Source: an optimization exercise on an open RTL-to-GDS flow (aim: small area, a short achievable clock period and few clock cycles per item). Production flows keep margins and buffers that such runs may drop.
Only simulation tests tie the RTL to the original design; equivalence was not proved.

## flow/design.v (module list and top-level ports; edited modules follow where they fit)
// module mult_fa: 4 lines
// module mult_ha: 4 lines
// module mult_xnor: 3 lines
// module mult_fac: 4 lines
// module mult_ao22: 3 lines
// module mult_bsel: 5 lines
// module mult_bseln: 5 lines
// module mult_benc: 4 lines
// module mult_gpn: 4 lines
// module mult_gn: 3 lines
// module mult_gpi: 4 lines
// module mult_gi: 3 lines
// module mult_pre: 2513 lines
// module mult_post: 1466 lines
// module mult_top: 39 lines
module mult_top (
    input  logic        clock,
    input  logic        reset,
    input  logic        in_valid,
    input  logic [31:0] in_rs1,
    input  logic [31:0] in_rs2,
    input  logic [5:0]  in_dest,
    input  logic [3:0]  in_bm,
    input  logic [2:0]  in_func,
    output logic        fu_free,
    input  logic [3:0]  b_mm_resolve,
    input  logic        b_mm_mispred,
    input  logic        cdb_gnt,
    output logic        out_valid,
    output logic [31:0] out_result,
    output logic [5:0]  out_dest
);
  // ...
==> flow/flow/run.sh <==
#!/bin/bash
# The standard layout (standard.sh) with two changes to how it is made:
# the input and output ports get plain buf_2 buffers (buffer_ports would
# otherwise pick a delay cell), and clock-tree synthesis inserts no dummy
# loads.  The full make output goes to standard.log in the work folder.
set -euo pipefail
export BUFFER_PORTS_ARGS="-buffer_cell sky130_fd_sc_hd__buf_2"
export CTS_ARGS="-sink_clustering_enable -repair_clock_nets -dont_use_dummy_load -buf_list {sky130_fd_sc_hd__clkbuf_4 sky130_fd_sc_hd__clkbuf_8}"
bash standard.sh > standard.log 2>&1
==> flow/standard.sh <==
#!/bin/bash
# synth_recipe.tcl (not shown) runs the flow's synth.tcl, then flattens the netlist and writes it again
# the make line also repeats each setting of config.mk as NAME=value (left out here)
make -C /OpenROAD-flow-scripts/flow DESIGN_CONFIG=/design/flow/config.mk WORK_HOME=/design/flow/orfs CLKGATE_MAP_FILE= SYNTH_SCRIPT=/design/flow/synth_recipe.tcl "${@:-finish}"
==> flow/config.mk <==
export PLATFORM = sky130hd
export DESIGN_NAME = mult_top
export DESIGN_NICKNAME = mult_top
export VERILOG_FILES = /design/flow/design.v
export SDC_FILE = /design/flow/constraint.sdc
export NUM_CORES = 4
export LEC_CHECK = 0
export CAP_MARGIN = 20
export CORE_MARGIN = 2
export CORE_UTILIZATION = 50
export CTS_BUF_LIST = sky130_fd_sc_hd__clkbuf_4 sky130_fd_sc_hd__clkbuf_8
export PLACE_DENSITY = 0.65
export SETUP_SLACK_MARGIN = 1.2
export SLEW_MARGIN = 20
export SYNTH_HIERARCHICAL = 1
export SYNTH_MINIMUM_KEEP_SIZE = 0
==> flow/constraint.sdc <==
create_clock -name core_clock -period 6.5 [get_ports {clock}]
set_input_delay 1.3000 -clock core_clock [delete_from_list [all_inputs] [get_ports {clock}]]
set_output_delay 1.3000 -clock core_clock [all_outputs]
set_load 0.01 [all_outputs]
==> results.toml, run 1 <==
[layout]
nonClkBufAreaFrac = 0.0586
num-clock-buffers = 17
buffers = 284
inverters = 86

[sta]
slew_violations = 0
tightest_slew_ps = 899
tns_ps = 0
finalHoldViolations = 0
setup_viol = 0
fmax_mhz = 189

[worst_setup_path]
reg2reg_depth = 3
required_ps = 6680
cp_data_arrival_time_ps = 5480
crit_buf_inv = 2
setup.worst_path.end = "t_q[77]"
cp_max_fo = 8
cp_num_cells = 12

[yosys]
syn_area_um2 = 30300
synth-simple-area-share = 0.0516
synth_compound_area_frac = 0.260
synth.mux.area_fraction = 0.000371
yosysSeqAreaShare = 0.133
netlist-cell-type-count = 42

[drt]
wl_per_cell_um = 28.6
drtPass1Iterations = 5

[clock_tree]
hold_buffers = 0

[global_route]
grt_use_met1 = 0.476

[status]
status = "timing/DRC/antenna clean"

[floorplanning]
die_area_um2 = 62700
Testbench counts, summed over its fixed seeds: cycles 6,414, items 4,800.
==> run 2: changes to the inputs <==
--- a/flow/config.mk
+++ b/flow/config.mk
@@ -10,7 +10,7 @@
 export CORE_UTILIZATION = 50
 export CTS_BUF_LIST = sky130_fd_sc_hd__clkbuf_4 sky130_fd_sc_hd__clkbuf_8
 export PLACE_DENSITY = 0.65
-export SETUP_SLACK_MARGIN = 1.2
+export SETUP_SLACK_MARGIN = 1.7
 export SLEW_MARGIN = 20
 export SYNTH_HIERARCHICAL = 1
 export SYNTH_MINIMUM_KEEP_SIZE = 0
==> results.toml, run 2 <==
[layout]
reg_top3 = "t_q x124, out_dest x6, bm_q x4"
multiInputGateArea_um2 = 28100
nFillCells = 4953
fin_nets = 3819
regMostFlops = "t_q"
final_common_cell = "a22o_1"
register_area_um2 = 4030
fin_area_um2 = 37600
area_delta_synth_final_pct = 23.8
largest_reg_flops = 124
layout_common_cells = "a22o_1 (574), xor2_1 (543), fa_1 (318), buf_4 (180), fa_2 (159)"
drive_gt1_frac = 0.330

[drt]
drt_iter0_markers = 2725
ant_nets = 0
drt_drc_violations_left = 0
drtPass1Iterations = 5
viasPerCell = 6.58
wl_per_cell_um = 29.1
routed_wl_um = 115000
num_vias = 26000

[sta]
final.min_clock_period_ps = 4930
slew_violations = 0
tightest_slew_ps = 958
fin_skew_ps = 39.9
fmax_mhz = 203
tns_ps = 0
fin_crit_sh = 0.758
finalHoldViolations = 0
rsz0062_at_grt = "true"
setup_viol = 0
relSlewSlack = 0.361

[status]
status = "timing/DRC/antenna clean"

[floorplanning]
die_area_um2 = 62700
core_area_um2 = 60100
start_util = 0.505
row_count = 90
die_w_um = 250
fp.dieH_um = 250
boundaryPins = 126

[clock_tree]
clk_path_buf_depth = 2
clkTransAtPathRegs_ps = 100
cts_buffers = 17
hold_buffers = 0
root_buffer = "clkbuf_8"
h-tree-depth = 4
cts.sink_count = 136
clock_latency_ps = 480
cts_tree = "done"

[global_route]
grt_pass1_wl_um = 168000
grt_max_degree = 72
antenna_found_initial = 4
gr-usage-all-layers = 0.358
grt_pass1_vias = 27300
gr-total-overflow = 0

[worst_setup_path]
crit_type = "input port to register"
max_stage_delay_ps = 540
slowest_stage = "fa_1"
timing.critical_path.mode_cell = "fa_2"
cp_max_fo = 5
cp-end-kind = "register"
r2r_setup_slack_ps = 4360
startpoint_type = "input port"
cp_data_arrival_time_ps = 5110
required_ps = 6680
path_cells = "clkbuf_4 -> nand2b_4 -> o22ai_4 -> buf_4 -> buf_12 -> a22o_1 -> xor2_2 -> fa_1 -> fa_2 -> fa_2 -> fa_2 -> fa_1 -> fa_2"

[yosys]
synth_cells = 2746
synthTopCellsByCount = "xor2_1 (613), a22o_1 (576), fa_1 (477), nand2_1 (164), a21oi_2 (155)"
syn_area_um2 = 30300
synth.avg_cell_area_um2 = 11.0
synth_area_leaders = "fa_1 (31%), xor2_1 (18%), a22o_1 (17%), edfxtp_1 (13%), a21oi_2 (4.5%)"
yosysSeqAreaShare = 0.133
synth-seq-cells = 136
netlist-cell-type-count = 42
synthFlopType = "edfxtp_1"
ys.warnings.count = 7
synth_top_cell_area_share = 0.315
yosysTopAreaCell = "fa_1"
synth-edff-count = 131
async_flop_share = 0
yosysMostFrequentCell = "xor2_1"

[placement]
dpl_cell_area_um2 = 33600
place_hpwl_um = 83500
port_buffers = 124
place_congestion = 0.992

[flow_run]
maxCapViolCount = 0

[worst_hold_path]
hold_class = "register to register"
run 2: cell count changes in the layout (fill, tap and decap cells not counted), moves of 34 or more:
cell,change
buf_12,+44
buf_6,+44
xor2_1,-52
fa_1,-109
xor2_2,+51
buf_2,-39
nor2_1,-34
buf_4,+38
fa_2,+109
run 2: cells by family (layout without fill, tap and decap cells):
family,count (synthesis),count (layout),share of synthesized area
other,1,22,0.000124
flip-flops,136,136,0.133
buffers and inverters,95,496,0.0122
AND/OR/NAND/NOR,366,366,0.0516
multiplexers,1,1,0.000371
AO/OA/AOI/OAI,916,916,0.260
XOR/XNOR,668,670,0.193
adder cells (fa/ha/maj),563,563,0.350
run 2: what timing repair did:
action,4_1_cts,5_1_grt
pin swaps,68,114
setup endpoints to repair,103,64
resized for setup,192,281
buffers inserted,106,46
gates cloned,2,8
hold endpoints to repair,0,0
run 2: worst paths after layout:
| path | startpoint | end | depth (start not counted) |
|---|---|---|---|
| setup reg to reg | v_q | t_q[50] | 3 |
| setup / recovery | in_rs2[12] | t_q[53] | 13 |
| hold reg to reg | bm_q[3] | bm_q[3] | 2 |
| hold / removal | bm_q[3] | bm_q[3] | 2 |
run 2: layout make-up:
class,instances,area share
antenna,2,0.000133
clock buffer,17,0.00623
inverter,86,0.00873
multi-input combinational,2536,0.749
sequential,136,0.107
tap,782,0.0261
timing repair buffer,393,0.102
run 2: per-module statistics from Yosys (local to each module, per instance), excerpt:
module | times used | cells inside
mult_gpi | 100 | 2
mult_benc | 17 | 4
mult_bsel | 560 | 1
mult_xnor | 32 | 1
mult_gi | 25 | 1
mult_top | 1 | 157
mult_fa | 477 | 1
mult_gn | 30 | 1
mult_ao22 | 576 | 1
run 2: through the flow:
step                      hold slack, ps  instances  setup WS (ps)  utilization
after floorplan                      459       2765            533            -
after global placement               479       3771            581        0.558
after detailed placement             481       3771            550        0.558
after CTS                            498       3896           1650        0.593
after global routing                 521       3951           1520        0.624
final                                493       3952           1570        0.625
run 2: critical path: cells and delay by family:
| kind | cells | cell delay (ps) |
|---|---|---|
| buf+inv | 3 | 420 |
| compound gates | 2 | 370 |
| xor+xnor | 1 | 190 |
| fa+ha+maj | 6 | 2650 |
| simple gates | 1 | 150 |
run 2: per-layer routing:
metal,up-vias,wire length (um),part of all wire,track usage
met4,0,5850,0.051,0.162
met3,365,10800,0.094,0.0730
met5,-,0,0,0
met2,1684,52800,0.46,0.576
met1,13200,45400,0.40,0.468
li1,10700,-,-,-
==> run 3: changes to the inputs <==
--- a/flow/config.mk
+++ b/flow/config.mk
@@ -10,7 +10,7 @@
 export CORE_UTILIZATION = 50
 export CTS_BUF_LIST = sky130_fd_sc_hd__clkbuf_4 sky130_fd_sc_hd__clkbuf_8
 export PLACE_DENSITY = 0.65
-export SETUP_SLACK_MARGIN = 1.7
+export SETUP_SLACK_MARGIN = 1.5
 export SLEW_MARGIN = 20
 export SYNTH_HIERARCHICAL = 1
 export SYNTH_MINIMUM_KEEP_SIZE = 0
==> results.toml, run 3 <==
[clock_tree]
clock_latency_ps = 470
clkTransAtPathRegs_ps = 90
cts_buffers = 17
cts.sink_count = 136
clk_path_buf_depth = 2
hold_buffers = 0
cts_tree = "done"
h-tree-depth = 4
root_buffer = "clkbuf_8"

[floorplanning]
boundaryPins = 126
core_area_um2 = 60100
fp.dieH_um = 250
row_count = 90
die_w_um = 250
start_util = 0.505
die_area_um2 = 62700

[layout]
reg_top3 = "t_q x124, out_dest x6, bm_q x4"
layoutNonFillerInstCount = 3897
drive_gt1_frac = 0.260
fin_nets = 3764
area_delta_synth_final_pct = 17.1
fin_util = 0.591
final_common_cell = "xor2_1"
largest_reg_flops = 124
fin_area_um2 = 35500
regMostFlops = "t_q"
nFillCells = 5116
layout_common_cells = "xor2_1 (587), a22o_1 (575), fa_1 (396), buf_4 (163)"

[placement]
placed_cells = 3783
dpl_cell_area_um2 = 33500
port_buffers = 124
place_congestion = 1.00
place_hpwl_um = 83600

[sta]
rsz0062_at_grt = "true"
slew_violations = 0
fin_skew_ps = 23.1
tightest_slew_ps = 956
whs_ps = 494
relSlewSlack = 0.362
tns_ps = 0
fmax_mhz = 200
setup_viol = 0
finalHoldViolations = 0
fin_crit_sh = 0.770
final.min_clock_period_ps = 5000

[yosys]
synth_cells = 2746
synth.avg_cell_area_um2 = 11.0
synth_top_cell_area_share = 0.315
synthFlopType = "edfxtp_1"
async_flop_share = 0
yosysTopAreaCell = "fa_1"
synth_area_leaders = "fa_1 (31%), xor2_1 (18%), a22o_1 (17%), edfxtp_1 (13%), a21oi_2 (4.5%)"
synthTopCellsByCount = "xor2_1 (613), a22o_1 (576), fa_1 (477), nand2_1 (164), a21oi_2 (155)"
synth-edff-count = 131
yosysSeqAreaShare = 0.133
yosysMostFrequentCell = "xor2_1"
netlist-cell-type-count = 42
syn_area_um2 = 30300
synth-seq-cells = 136
ys.warnings.count = 7

[drt]
viasPerCell = 6.58
wl_per_cell_um = 28.8
drtPass1Iterations = 5
num_vias = 25700
drt_drc_violations_left = 0
drt_iter0_markers = 2854
ant_nets = 0
routed_wl_um = 112000

[worst_setup_path]
cp_data_arrival_time_ps = 5190
setup.worst_path.end = "t_q[93]"
startpoint_type = "input port"
critPathLaunch = "in_rs2[20]"
required_ps = 6680
reg2reg_depth = 3
crit_type = "input port to register"
r2r_setup_slack_ps = 4180
cp-end-kind = "register"
reg2reg_from = "v_q"
r2r-end = "t_q[34]"
cp_max_fo = 6

[worst_hold_path]
hp-start = "bm_q[3]"
hold_class = "register to register"

[global_route]
gr-usage-all-layers = 0.355
gr-total-overflow = 0
grt_pass1_vias = 26900
grt_max_degree = 77
antenna_found_initial = 6
grt_pass1_wl_um = 167000

[flow_run]
maxCapViolCount = 0

[status]
status = "timing/DRC/antenna clean"
-- run 3: cell types whose count changed in the layout (fill, tap and decap cells not counted), moves of 10 or more --
cell / before / now
buf_12: 56 / 34
buf_2: 84 / 103
buf_4: 180 / 163
buf_6: 48 / 18
fa_1: 318 / 396
fa_2: 159 / 81
ha_1: 64 / 74
nand2b_1: 5 / 16
nand2b_4: 15 / 3
nor2_1: 85 / 98
nor2_4: 22 / 12
xor2_1: 543 / 587
xor2_2: 54 / 12
-- run 3: stage by stage --
step                      setup WS [ps]
after detailed placement            649
after CTS                          1410
after global placement              709
after floorplan                     533
after global routing               1430
final                              1500
-- run 3: cell families (layout without fill, tap and decap cells) --
| logic type | Yosys count | count (layout) | share of synthesized area |
|---|---|---|---|
| mux | 1 | 1 | 0.000371 |
| flops | 136 | 136 | 0.133 |
| other cells | 1 | 22 | 0.000124 |
| fa+ha+maj | 563 | 563 | 0.350 |
| compound gates | 916 | 918 | 0.260 |
| xor+xnor | 668 | 670 | 0.193 |
| buf+inv | 95 | 439 | 0.0122 |
| simple gates | 366 | 366 | 0.0516 |
-- run 3: critical path, stage by stage --
cell,delay [ps]
clkbuf_4,190
nand2b_1,210
o22ai_4,290
buf_12,170
a22o_1,160
xor2_2,190
fa_1,460
fa_1,440
fa_2,400
fa_2,380
fa_2,550
fa_2,450
-- run 3: metal layers --
layer  track usage  vias up  routed length, um
li1              -    10700                  -
met1         0.486    13000              45400
met2         0.554     1687              51400
met3        0.0724      304              11200
met4         0.140        0               4140
met5             0        -                  0
-- run 3: worst min path at each step --
| stage | to | slack (ps) | cells after the start |
|---|---|---|---|
| finish | bm_q[3] | 490 | 2 |
| global route | bm_q[0] | 540 | 2 |
| CTS | bm_q[3] | 490 | 2 |
| detailed placement | bm_q[3] | 480 | 2 |
| floorplan | bm_q[3] | 460 | 2 |
| global placement | bm_q[0] | 470 | 2 |
-- run 3: area by class of cell --
type	instances	area, um^2	area share
Sequential cell	136	4030	0.114
Timing Repair Buffer	336	2790	0.0786
Antenna cell	2	5.00	0.000141
Tap cell	782	978	0.0275
Clock buffer	17	234	0.00659
Multi-Input combinational cell	2538	27100	0.764
Inverter	86	328	0.00923
-- run 3: repair_timing --
| item | in CTS | in global routing |
|---|---|---|
| pin swaps | 24 | 13 |
| buffers inserted | 73 | 17 |
| resized for setup | 49 | 121 |
| cloned | 4 | 1 |
| setup endpoints to repair | 78 | 59 |
-- run 3: modules after synthesis (local to each module, per instance), a selection --
module     area [um^2]  cells
mult_gpn          12.5      2
mult_top          4170    157
mult_fac          6.26      1
mult_ao22         8.76      1
mult_benc         31.3      4
mult_pre          28.8      4
mult_xnor         8.76      1
mult_gi           5.00      1
mult_post         2100    317
mult_fa           20.0      1
mult_gpi          12.5      2
mult_ha           12.5      1
mult_gn           8.76      1
mult_bsel         8.76      1
==> run 4: changes to the inputs <==
--- a/flow/config.mk
+++ b/flow/config.mk
@@ -7,9 +7,9 @@
 export LEC_CHECK = 0
 export CAP_MARGIN = 20
 export CORE_MARGIN = 2
-export CORE_UTILIZATION = 50
+export CORE_UTILIZATION = 58
 export CTS_BUF_LIST = sky130_fd_sc_hd__clkbuf_4 sky130_fd_sc_hd__clkbuf_8
-export PLACE_DENSITY = 0.65
+export PLACE_DENSITY = 0.72
 export SETUP_SLACK_MARGIN = 1.5
 export SLEW_MARGIN = 20
 export SYNTH_HIERARCHICAL = 1
==> results.toml, run 4 <==
[status]
status = "timing/DRC/antenna clean"

[global_route]
grt_max_degree = 71
grt_pass1_vias = 26800
gr-usage-all-layers = 0.411
gr-total-overflow = 0
antenna_found_initial = 5
grt_pass1_wl_um = 165000

[layout]
regMostFlops = "t_q"
fin_nets = 3765
final_common_cell = "xor2_1"
largest_reg_flops = 124
fin_area_um2 = 35300
reg_top3 = "t_q x124, out_dest x6, bm_q x4"
drive_gt1_frac = 0.259
layout_common_cells = "xor2_1 (586), a22o_1 (576), fa_1 (389), buf_4 (160), nand2_1 (159)"
area_delta_synth_final_pct = 16.4
layoutNonFillerInstCount = 3799
fin_util = 0.686

[drt]
drtPass1Iterations = 6
drt_iter0_markers = 3209
routed_wl_um = 112000
num_vias = 26200
viasPerCell = 6.89
wl_per_cell_um = 29.4
ant_nets = 0
drt_drc_violations_left = 0

[placement]
dpl_cell_area_um2 = 33400
place_hpwl_um = 82900
place_congestion = 1.01
pre_cts_ws_ps = 572
placed_cells = 3682
port_buffers = 124

[worst_setup_path]
crit_type = "input port to register"
required_ps = 6700
startpoint_type = "input port"
cp-end-kind = "register"
cp_data_arrival_time_ps = 5240
cp_max_fo = 20

[sta]
fin_crit_sh = 0.776
finalHoldViolations = 0
fmax_mhz = 198
final.min_clock_period_ps = 5040
worst_slack_ps = 1460
slew_violations = 0
fin_skew_ps = 23.5
setup_viol = 0
rsz0062_at_grt = "true"
tightest_slew_ps = 936
relSlewSlack = 0.376
tns_ps = 0

[clock_tree]
clkTransAtPathRegs_ps = 70
cts_buffers = 17
clock_latency_ps = 460
clk_path_buf_depth = 2
cts.sink_count = 136
h-tree-depth = 4
root_buffer = "clkbuf_8"
hold_buffers = 0
cts_tree = "done"

[floorplanning]
start_util = 0.589
core_area_um2 = 51500
die_w_um = 233
boundaryPins = 126
die_area_um2 = 54200
fp.dieH_um = 233
row_count = 83

[yosys]
yosysMostFrequentCell = "xor2_1"
synth_cells = 2746
synth-seq-cells = 136
ys.warnings.count = 7
netlist-cell-type-count = 42
synth_compound_area_frac = 0.260
synthFlopType = "edfxtp_1"
synthAdderAreaFrac = 0.350
synth_top_cell_area_share = 0.315
synth.mux.area_fraction = 0.000371
yosysSeqAreaShare = 0.133
yosysTopAreaCell = "fa_1"
async_flop_share = 0
syn_area_um2 = 30300
synth-edff-count = 131
synthTopCellsByCount = "xor2_1 (613), a22o_1 (576), fa_1 (477), nand2_1 (164), a21oi_2 (155)"
synthXorXnorAreaFrac = 0.193
synth.avg_cell_area_um2 = 11.0
synth_top_family_by_area = "adder cells"
synth_area_leaders = "fa_1 (31%), xor2_1 (18%), a22o_1 (17%), edfxtp_1 (13%), a21oi_2 (4.5%)"
synth-simple-area-share = 0.0516

[flow_run]
maxCapViolCount = 0

[worst_hold_path]
hold_class = "register to register"
run 4: cell types whose count changed in the layout (fill, tap and decap cells not counted), sizes merged:
cell and delta:
a21boi -1, buf +6, diode +3, clkbuf -4
run 4: final timing paths:
path / startpoint / end / slack (ps) / cells after the start
setup / recovery: in_rs2[27] / t_q[106] / 1460 / 13
setup reg to reg: v_q / t_q[16] / 3930 / 4
hold / removal: bm_q[0] / bm_q[0] / 490 / 2
hold reg to reg: bm_q[0] / bm_q[0] / 490 / 2
run 4: what timing repair did:
item,in CTS,in global routing
buffers inserted,72,20
endpoints found under the setup margin,76,55
cloned,3,0
resized for setup,43,113
pin swaps,27,21
run 4: logic make-up after synthesis:
family | Yosys count
AOI/OAI and AO/OA | 916
xor gates and xnor gates | 668
adders and majority gates | 563
buffers and inverters | 95
DFF | 136
muxes | 1
other | 1
and+or+nand+nor | 366
run 4: area by class of cell:
type                            instances  area [um^2]
Tap cell                              680          851
Sequential cell                       136         4030
Timing Repair Buffer                  338         2780
Fill cell                            4012        16200
Multi-Input combinational cell       2537        27100
Inverter                               86          328
Clock buffer                           17          234
Antenna cell                            5         12.5
run 4: per-module statistics from Yosys, one instance, submodules excluded, excerpt:
| module | flops+latches | cells | copies in the design |
|---|---|---|---|
| mult_gn | 0 | 1 | 30 |
| mult_xnor | 0 | 1 | 32 |
| mult_gpi | 0 | 2 | 100 |
| mult_post | 0 | 317 | 1 |
| mult_pre | 0 | 4 | 1 |
| mult_gpn | 0 | 2 | 125 |
| mult_ao22 | 0 | 1 | 576 |
| mult_gi | 0 | 1 | 25 |
| mult_ha | 0 | 1 | 34 |
| mult_benc | 0 | 4 | 17 |
| mult_fa | 0 | 1 | 477 |
| mult_fac | 0 | 1 | 16 |
| mult_top | 136 | 157 | 1 |
| mult_bsel | 0 | 1 | 560 |
run 4: critical path: stages:
cell,delay [ps]
clkbuf_4,260
buf_12,250
o22ai_4,130
buf_4,180
buf_4,180
a22o_1,220
xor2_1,160
fa_1,440
fa_1,440
fa_2,430
fa_1,490
fa_2,360
fa_2,410
run 4: metrics by stage:
stage | hold WS (ps)
after floorplan | 459
after detailed placement | 476
after global routing | 514
final | 491
after global placement | 471
after CTS | 490
run 4: routing by layer:
metal  routed length [um]  part of all wire  track usage
met2                49700              0.45        0.637
met3                13400              0.12        0.106
met5                   38           0.00034            0
met1                42700              0.38        0.546
met4                 5810             0.052        0.179

afterwards: timing with drivers on the ports:
The flow's constraints put no driver on any port. The routed layouts listed below were extracted and timed again, unchanged, in two steps.
Step 1 assumes that a clkbuf_16 drives the clock port and a buf_2 every other input.
Step 2, shift: input delay + t, output delay - t, t = (earliest + latest rising clock arrival at the registers) / 2. This alone moves slack from input paths to output paths.
a / b / c = no drivers / after step 1 / after step 2; a / b = the first two.
run	t (ns)	setup WS [ns]	hold WS [ns]	worst register clock-pin slew, ns	pins driven straight from the clock port
run 1	0.514	1.202 / 1.189 / 0.675	0.492 / 0.492 / 0.492	0.08 / 0.08	1
run 2	0.514	1.571 / 1.543 / 1.029	0.493 / 0.493 / 0.493	0.10 / 0.10	1
run 3	0.518	1.495 / 1.496 / 0.978	0.494 / 0.494 / 0.494	0.09 / 0.09	1
run 4	0.501	1.457 / 1.396 / 0.895	0.491 / 0.491 / 0.491	0.08 / 0.08	1
After both steps every run listed still meets setup and hold. The setup slack of run 4, which loses most, moves by -0.061 ns with the drivers and by -0.562 ns with both steps.
